Context: an optimization exercise on an open-source flow, tuned for a short achievable clock period and few clock cycles. The choices shown serve that exercise and are no tape-out recipe.
In this exercise RTL edits were held to simulation tests only and were not proved equivalent to the original.
No activity file was given, so power comes from the tool's default toggle rates.

// simplecore
module	simplecore (
	clk,
	nreset,
	iAddr,
	iData,
	dAddr,
	dIn,
	dOut,
	nRW
);
input		clk;
input		nreset;
output	[15:0]	iAddr;     
input	[15:0]	iData;     
output	[15:0]	dAddr;     
input	[15:0]	dIn;       
output	[15:0]	dOut;      
output		nRW;
reg	[15:0]	pc;		 
reg	[15:0]	fInst;		 
reg		refillTmp, refill;
reg	[ 1:0]	cond;
reg		cmpFlag;
reg		branchFlag;
reg		srOEn, eSrWbEn;
reg	[ 2:0]	aluCtl;
reg		aluOEn;
reg	[ 2:0]	shiftCtl;
reg		shiftOEn;
reg		mulOEn;
reg	[ 3:0]	wbIdx;
reg		eWbEn;
reg		eIAregCtl;
reg		dInCtl;
reg		eDOutCtl;
reg	[15:0]	opA, opB;	 
reg	[15:0]	mulA, mulB;	 
reg	[15:0]	dAddrR, dOutR;	 
reg		nRWR;
reg		wEn;
reg	[ 3:0]	wIdx;
reg	[15:0]	wVal;
reg	[ 3:0]	sr;		 
reg	[16*15-1:0]	rf;		 
wire	zFlag = sr[2];
wire	execFlag = (cond == 2'd2) || (cond == 2'd0 && zFlag) ||
		   (cond == 2'd1 && ~zFlag);
wire	live     = execFlag & ~refill;
wire	flush    = branchFlag & live;
wire	wbEn     = eWbEn & live;
wire	srWbEn   = eSrWbEn & live;
wire	iAregCtl = eIAregCtl & live;
wire	[15:0]	aluA = srOEn ? {sr, 12'b0} : opA;
reg	[15:0]	aluOut;
reg		aluCarry;
always @(*)
begin
	casex (aluCtl)
		3'b000:	{aluCarry, aluOut} = {1'b0, aluA};
  ...
Size: about 420 flip-flops.
Settings: LEC_CHECK=0, ABC_CLOCK_PERIOD_IN_PS=3000, CAP_MARGIN=20, CORE_MARGIN=2, CORE_UTILIZATION=40, SETUP_SLACK_MARGIN=5, SLEW_MARGIN=20; clock period 11.5 ns.
standard.sh (not shown) runs the stock make flow with config.mk's settings and CLKGATE_MAP_FILE= SYNTH_SCRIPT=/design/flow/synth_recipe.tcl, a recipe that flattens the netlist after the stock synthesis.
==> flow/flow/run.sh <==
#!/bin/bash
# The standard layout (the standard.sh: the standard synthesis and the
# ORFS steps) with timing repair aimed well below the clock period: every
# repair_timing step works until the setup slack is SETUP_SLACK_MARGIN ns.
# The clock, constraints and all other settings are the design's.
set -euo pipefail
bash standard.sh SETUP_SLACK_MARGIN=8 finish > standard.log 2>&1
The starting point finished clean.
Testbench counts at the start, summed over its fixed seeds: cycles 54,356.
Change:
==> flow/run.sh (new file) <==
#!/bin/bash
# synth_recipe.tcl (not shown) runs the flow's synth.tcl, then flattens the netlist and writes it again
# the make line also repeats each setting of config.mk as NAME=value (left out here)
make -C /OpenROAD-flow-scripts/flow DESIGN_CONFIG=/design/flow/config.mk WORK_HOME=/design/flow/orfs CLKGATE_MAP_FILE= SYNTH_SCRIPT=/design/flow/synth_recipe.tcl finish
removed: flow/flow/run.sh
removed: flow/standard.sh
Total power decreases by 6.7%.
Core utilization decreases by 6.8 points.
Synthesized area is unchanged.
Cell area decreases by 13%.
Clock-buffer cell count decreases by 7.
Cell count decreases by 4.7%.

simplecore, a different RTL version from the one above (not shown whole).
For scale: about 3400 cells after synthesis, about 83 I/O pins.
==> flow/design.v (excerpt) <==
module	simplecore (
	clk,
	nreset,
	iAddr,
	iData,
	dAddr,
	dIn,
	dOut,
	nRW
);
Settings: LEC_CHECK=0, ABC_CLOCK_PERIOD_IN_PS=3000, CAP_MARGIN=20, CORE_MARGIN=2, CORE_UTILIZATION=40, SETUP_SLACK_MARGIN=5, SLEW_MARGIN=20; clock period 11.5 ns.
==> flow/flow/run.sh <==
#!/bin/bash
# The standard layout (the standard.sh: the standard synthesis and the
# ORFS steps) with timing repair aimed well below the clock period: every
# repair_timing step works until the setup slack is SETUP_SLACK_MARGIN ns.
# The clock, constraints and all other settings are the design's.
set -euo pipefail
bash standard.sh SETUP_SLACK_MARGIN=7 finish > standard.log 2>&1
Testbench counts at the start, summed over its fixed seeds: cycles 54,356.
Next try:
--- a/flow/flow/run.sh
+++ b/flow/flow/run.sh
@@ -5,3 +5,3 @@
 # The clock, constraints and all other settings are the design's.
 set -euo pipefail
-bash standard.sh SETUP_SLACK_MARGIN=7 finish > standard.log 2>&1
+bash standard.sh SETUP_SLACK_MARGIN=10 finish > standard.log 2>&1
Outcome: The changed run finished clean. Final area climbs by 26%. Die area is unchanged. Global-route usage climbs by 3.5 points. Final cell count climbs by about 10%. Critical path depth is unchanged. Worst hold slack degrades by 0.035 ns. Clock-buffer cell count does not change.

[port drivers added, routing unchanged]
No port has a modelled driver above. Below, the same layouts with a new extraction and two added sets of constraints.
Step 1 sets driving cells, clkbuf_16 on the clock port and buf_2 on the other inputs (assumed; they add their load-dependent delay and slew).
Step 2 moves the port delays by t, midway between the first and last clock arrival at a register: inputs arrive t later, outputs are due t later. That takes back most of the time a late clock gives input paths.
a / b / c = ideal ports / drivers / drivers and shift; a / b = the first two.
run | t (ns) | setup slack, ns | worst hold slack (ns) | worst register clock-pin slew, ns
the first run of note 1 | 0.639 | 6.386 / 6.386 / 6.386 | 0.412 / 0.412 / 0.412 | 0.08 / 0.08
the second run of note 1 | 0.657 | 5.446 / 5.446 / 5.446 | 0.417 / 0.417 / 0.417 | 0.07 / 0.07
the first run of note 2 | 0.696 | 6.914 / 6.914 / 6.637 | 0.425 / 0.425 / 0.425 | 0.08 / 0.08
the second run of note 2 | 0.725 | 7.146 / 7.146 / 7.146 | 0.390 / 0.390 / 0.390 | 0.07 / 0.07
After both steps every run listed still meets setup and hold. For the first run of note 2, which loses most, drivers alone change the setup slack by 0.000 ns; drivers and shift together by -0.277 ns.
